What follows belongs to an exercise in optimizing a design on an open flow for small area, a short achievable clock period and few clock cycles; a production flow would make more cautious choices. Function was not checked in any run shown here: the RTL went through the layout flow alone. Power and IR drop assume default switching activity.

## flow/design.v (module list and top-level ports; edited modules follow where they fit)
// module dot_prod: 1006 lines
// module dp_fa: 4 lines
// module dp_pc: 4 lines
// module dp_gc: 3 lines
// module dp_ha: 4 lines
module dot_prod (
  input wire clk, r_enable,
  input wire[9:0] init_i_t_a,
  input wire signed[63:0] init_acc_t_a,
  output wire[9:0] a_addr,
  input wire signed[26:0] a_rdata,
  output wire[9:0] b_addr,
  input wire signed[26:0] b_rdata,
  output reg w_enable,
  output reg signed[63:0] result
);
  // ...
==> flow/flow/run.sh <==
#!/bin/bash
# Standard ORFS layout, except that the port buffers inserted by buffer_ports are
# sky130_fd_sc_hd__buf_1 instead of the resizer's default pick (a clock delay buffer).
set -euo pipefail
export BUFFER_PORTS_ARGS="-buffer_cell sky130_fd_sc_hd__buf_1"
bash standard.sh > run_standard.log 2>&1
==> flow/standard.sh <==
#!/bin/bash
# synth_recipe.tcl (not shown) runs the flow's synth.tcl, then flattens the netlist and writes it again
# the make line also repeats each setting of config.mk as NAME=value (left out here)
make -C /OpenROAD-flow-scripts/flow DESIGN_CONFIG=/design/flow/config.mk WORK_HOME=/design/flow/orfs CLKGATE_MAP_FILE= SYNTH_SCRIPT=/design/flow/synth_recipe.tcl "${@:-finish}"
==> flow/config.mk <==
export PLATFORM = sky130hd
export DESIGN_NAME = dot_prod
export DESIGN_NICKNAME = dot_prod
export VERILOG_FILES = /design/flow/design.v
export SDC_FILE = /design/flow/constraint.sdc
export NUM_CORES = 4
export LEC_CHECK = 0
export CAP_MARGIN = 20
export CORE_MARGIN = 2
export CORE_UTILIZATION = 60
export CTS_CLUSTER_DIAMETER = 200
export CTS_CLUSTER_SIZE = 24
export SLEW_MARGIN = 60
export SYNTH_HIERARCHICAL = 1
export SYNTH_MINIMUM_KEEP_SIZE = 0
==> flow/constraint.sdc <==
create_clock -name core_clock -period 14.0 [get_ports {clk}]
set_input_delay 2.8000 -clock core_clock [delete_from_list [all_inputs] [get_ports {clk}]]
set_output_delay 2.8000 -clock core_clock [all_outputs]
set_load 0.01 [all_outputs]
==> flow_metrics.py, run 1 <==
metrics = {
    "clock_network": {
        "cts_max_path_buffers": 3,
        "post_cts_resized": 0,
        "cts_sinks": 268,
        "ctsHoldBuffers": 0,
    },
    "pwr": {
        "seqPwrFrac_pct": 19.4,
        "swShare_pct": 44.6,
        "total_power_mw": 6.11,
        "seq_cell_power_mw": 1.19,
    },
    "timing": {
        "slew_violations": 0,
        "holdWs_ns": 0.442,
        "period_minus_slack_ns": 3.96,
    },
    "final_layout": {
        "seq_share_pct": 19.7,
        "diodes": 0,
        "largest_reg_flops": 64,
        "multi_input_area_share_pct": 70.1,
        "nonClkBufAreaFrac_pct": 5.54,
        "layout_common_cells": "xnor2_1, fa_1, a22oi_1",
        "nets": 3160,
        "postLayoutCoreUtil_pct": 64.7,
    },
    "place": {
        "placed_area_mm2": 0.0268,
    },
    "global_route": {
        "met2_usage_pct": 50.8,
        "use_met1_pct": 46.4,
        "grt_max_degree": 82,
        "grt.overflow.total": 0,
        "antenna_found_initial": 3,
    },
    "routing": {
        "top_layer_used": "met5",
        "met1_length_um": 30800,
    },
    "logic_synthesis": {
        "synthTopCellsByCount": "xnor2_1, fa_1, a22oi_1, dfxtp_1, a21o_1",
        "synth_compound_area_share_pct": 15.9,
        "ys_warn_count": 7,
        "synth_xor_area_share_pct": 16.0,
        "synth.area.mux_share_pct": 0.121,
        "synthArstFlopShare_pct": 0,
        "synthesis.area_per_instance_um2": 10.4,
    },
    "status": {
        "status": "no timing/DRC/antenna violations",
    },
    "min_path": {
        "hp-start": "q1$_SDFF_PP0_",
    },
}
==> inputs of run 2 (changes only) <==
--- a/flow/design.v
+++ b/flow/design.v
@@ -6,34 +6,31 @@
   output wire[9:0] a_addr,
   input wire signed[26:0] a_rdata,
   output wire[9:0] b_addr,
   input wire signed[26:0] b_rdata,
   output reg w_enable,
   output reg signed[63:0] result
 );
   reg [9:0] k;
-  reg [9:0] kn;
-  assign a_addr = ~kn;
-  assign b_addr = ~kn;
+  assign a_addr = k;
+  assign b_addr = k;
   wire stop = (k == 10'd1000);
   wire [9:0] knext = k + {9'd0, ~stop};
   reg v1;           
   reg q1, q2;       
   always @(posedge clk) begin
     if (r_enable) begin
       k <= init_i_t_a;
-      kn <= ~init_i_t_a;
       v1 <= 1'b0;
       q1 <= 1'b0;
       q2 <= 1'b0;
       w_enable <= 1'b0;
     end else begin
       k <= knext;
-      kn <= ~knext;
       v1 <= !stop;
       q1 <= stop;
       q2 <= q1;
       w_enable <= q2;
     end
   end
   reg [26:0] ra;
   reg [13:0] bone, btwo, bneg;
==> run 2 against run 1 <==
Register-to-register slack worse by 0.09 ns. Clock skew up 0.012 ns. Largest cell class unchanged. Critical endpoint is now result[44]$_DFF_P_. Final cell count decreased by 1.0%. Sequential cell count fell by 10. Clock-buffer cell count unchanged. Non-clock buffer count is 1 lower. Area after synthesis down 0.98%. Critical path type is now in -> reg. Highest routed layer is now met4.
==> flow_metrics.py, run 2 <==
metrics = {
    "logic_synthesis": {
        "synthesis.area_per_instance_um2": 10.4,
        "ys_seq_elements": 258,
        "yosys_most_used_dff": "dfxtp_1",
        "syn_nets": 3077,
        "synth_xor_area_share_pct": 16.1,
        "yosysTopAreaCellShare_pct": 27.9,
        "ys_seq_area_share_pct": 20.2,
        "synthArstFlopShare_pct": 0,
        "synth.distinct_cells": 34,
        "synth_top_family_by_area": "adder cells",
        "yosysTopAreaCell": "fa_1",
        "synth_compound_area_share_pct": 16.0,
        "synth_area_leaders": "fa_1, dfxtp_1, xnor2_1",
        "synthTopCellsByCount": "xnor2_1, fa_1, a22oi_1, dfxtp_1, a21o_1",
        "synth-edff-count": 0,
        "ys_warn_count": 7,
        "yosysMostFrequentCell": "xnor2_1",
        "synth.area.mux_share_pct": 0.132,
        "netlist_area_mm2": 0.0255,
        "synthSimpleGateAreaFrac_pct": 8.05,
        "postSynthCellCount": 2457,
        "synth_fa_ha_area_share_pct": 34.5,
    },
    "worst_setup_path": {
        "end_kind": "register",
        "path_class": "in -> reg",
        "critPathArrivalTime_ns": 4.40,
        "r2r-end": "c[23]$_SDFF_PP0_",
        "worst-path-max-fanout": 85,
        "r2r_start": "ra[20]$_SDFF_PN0_",
        "critPathLaunchType": "input pin",
        "cp_data_required_time_ns": 14.41,
        "worst-r2r-setup-slack_ns": 10.04,
        "r2r_cells": 9,
    },
    "global_route": {
        "grt_usage_pct": 32.9,
        "grt_busiest_layer": "met2",
        "met3_usage_pct": 8.13,
        "met2_usage_pct": 51.1,
        "grt_max_degree": 86,
        "grt_pass1_vias": 20000,
        "grt.overflow.total": 0,
        "use_met1_pct": 45.7,
        "grt_pass1_wl_um": 113000,
        "antenna_found_initial": 3,
    },
    "pwr": {
        "power.leakage_nw": 10.7,
        "p_int_mw": 3.36,
        "seqPwrFrac_pct": 18.7,
        "pwr-share-comb_pct": 74.0,
        "swShare_pct": 44.9,
        "switchingPower_mw": 2.74,
        "ir_worst_vdd_v": 0.000124,
        "power.share.clock_pct": 7.3,
        "p_per_area_mw_per_mm2": 227,
    },
    "timing": {
        "rsz0062_at_grt": "no",
        "worst_slew_pin_slew_ns": 0.603,
        "tns_ns": 0,
        "fin_ws_ns": 10.01,
        "slew_violations": 0,
        "final_hold_viol_count": 0,
        "period_minus_slack_ns": 3.99,
        "maxSlewHeadroom_pct": 59.8,
        "fmax_mhz": 251,
        "fin_skew_ns": 0.0471,
        "holdWs_ns": 0.448,
        "setup_violations": 0,
        "fin_crit_sh_pct": 28.5,
    },
    "floorplan": {
        "core-area_mm2": 0.0419,
        "die_area_mm2": 0.0442,
        "start_util_pct": 60.9,
        "pin_count": 215,
        "rows": 75,
        "die_w_um": 210,
        "die_h_um": 210,
    },
    "routing": {
        "vias": 18900,
        "routedWlPerCell_um": 23.6,
        "drt_wl_total_um": 71900,
        "first_pass_iters": 6,
        "drc": 0,
        "drt_first_iter_violations": 1851,
        "antenna_left": 0,
        "viasPerCell": 6.20,
    },
    "final_layout": {
        "drive_above_1_share_pct": 4.07,
        "reg.largest.list": "result x64, s x54, c x53",
        "nets": 3128,
        "largest_reg_flops": 64,
        "area_delta_synth_final_pct": 5.35,
        "largest-register": "result",
        "diodes": 0,
        "layout_common_cells": "xnor2_1, fa_1, a22oi_1",
        "postLayoutCoreUtil_pct": 64.2,
        "final_common_cell": "xnor2_1",
        "stdcell_count": 3048,
    },
    "min_path": {
        "whs_path_depth": 1,
        "hp-start": "q2$_SDFF_PP0_",
        "hold_end": "w_enable$_SDFF_PP0_",
        "min_path_type": "reg -> reg",
    },
    "clock_network": {
        "cts_tree": "done",
        "clock_latency_ns": 0.55,
        "cts_buffers": 14,
        "clkTransAtPathRegs_ns": 0.09,
        "cts_max_path_buffers": 3,
        "ctsHtreeMaxLevel": 1,
        "cts_sinks": 258,
        "ctsHoldBuffers": 0,
        "cts_setup_buffers": 0,
        "cts_root_buffer": "clkbuf_16",
        "post_cts_resized": 0,
    },
    "place": {
        "port_buffers": 214,
        "dp_cells": 3030,
        "dp_slack_ns": 9.28,
        "place.gp.congestion": 0.905,
        "hpwl_um": 47200,
    },
    "flow_run": {
        "cap_violations": 0,
    },
    "status": {
        "status": "no timing/DRC/antenna violations",
    },
}
-- run 2: cell count changes after synthesis, moves of 2 or more --
cell      previous run  this run
inv_1               50        36
dfxtp_1            268       258
clkbuf_1           133        62
buf_1               47        64
and3_1               3         0
buf_2               54       108
mux2i_1              2         0
mux2_2               1         3
o21a_1               3         0
-- run 2: worst max path at each step --
stage | startpoint | to | depth (start not counted)
global placement | r_enable | result[42]$_DFF_P_ | 4
finish | r_enable | result[44]$_DFF_P_ | 4
floorplan | r_enable | ra[10]$_SDFF_PN0_ | 4
global route | r_enable | result[41]$_DFF_P_ | 4
CTS | r_enable | result[41]$_DFF_P_ | 4
detailed placement | r_enable | result[41]$_DFF_P_ | 4
-- run 2: kinds of logic after synthesis --
| logic type | after synthesis |
|---|---|
| AND/OR/NAND/NOR | 373 |
| flip-flops | 258 |
| adder cells (fa/ha/maj) | 490 |
| XOR/XNOR | 470 |
| multiplexers | 3 |
| AO/OA/AOI/OAI | 573 |
| buffers and inverters | 290 |
-- run 2: worst max-delay path, cell delays in order --
cell,delay [ns]
clkbuf_8,0.40
buf_4,0.53
buf_6,0.42
o21ai_0,0.16
-- run 2: area by class of cell --
type | count | area (um^2)
multi-input combinational | 1909 | 19100
fill | 3532 | 15000
sequential | 258 | 5170
timing repair buffer | 288 | 1450
tap | 539 | 674
clock buffer | 16 | 379
inverter | 37 | 139
clock inverter | 1 | 8.76
-- run 2: stage by stage --
stage | instance area [um^2] | total power, mW
6_report | 26900 | 6.10
5_1_grt | 26900 | 6.70
4_1_cts | 26900 | 6.09
3_5_place_dp | 26500 | 5.62
3_3_place_gp | 26400 | 5.55
2_1_floorplan | 25500 | 4.35
-- run 2: per-layer routing --
metal	up-vias	wire [um]
met1	9262	30800
met4	0	2100
li1	8309	-
met3	173	7530
met5	-	0
met2	1155	31500
-- run 2: power groups by stage --
stage / clock network [mW] / logic, mW / registers [mW]
5_1_grt: 0.486 / 5.05 / 1.17
6_report: 0.447 / 4.51 / 1.14
3_3_place_gp: 0 / 4.39 / 1.16
4_1_cts: 0.464 / 4.48 / 1.14
3_5_place_dp: 0 / 4.46 / 1.16
2_1_floorplan: 0 / 3.20 / 1.15
-- run 2: Yosys stat by module (local to each module, per instance) --
module,area (um^2),cells inside
dot_prod,15400,1768
dp_gc,7.51,1
dp_ha,12.5,1
dp_pc,13.8,2
dp_fa,20.0,1

-- re-timing with driven ports --
In the flow no input, the clock included, has a driving cell. The finished layouts below were timed again as built, in two steps. Step 1 sets driving cells, clkbuf_16 on the clock port and buf_2 on the other inputs (assumed; they add their load-dependent delay and slew). Step 2 moves the port delays by t, midway between the first and last clock arrival at a register: inputs arrive t later, outputs are due t later. That takes back most of the time a late clock gives input paths. Three values: no drivers, after step 1, after step 2; two values: the first two.
| run | t (ns) | slack for setup (ns) | worst setup path after step 2 |
|---|---|---|---|
| run 1 | 0.572 | 10.045 / 9.990 / 9.877 | input to register |
| run 2 | 0.581 | 10.010 / 9.954 / 9.449 | input to register |
After both steps every run listed still meets setup and hold. For run 2, which loses most, drivers alone change the setup slack by -0.056 ns; drivers and shift together by -0.561 ns.
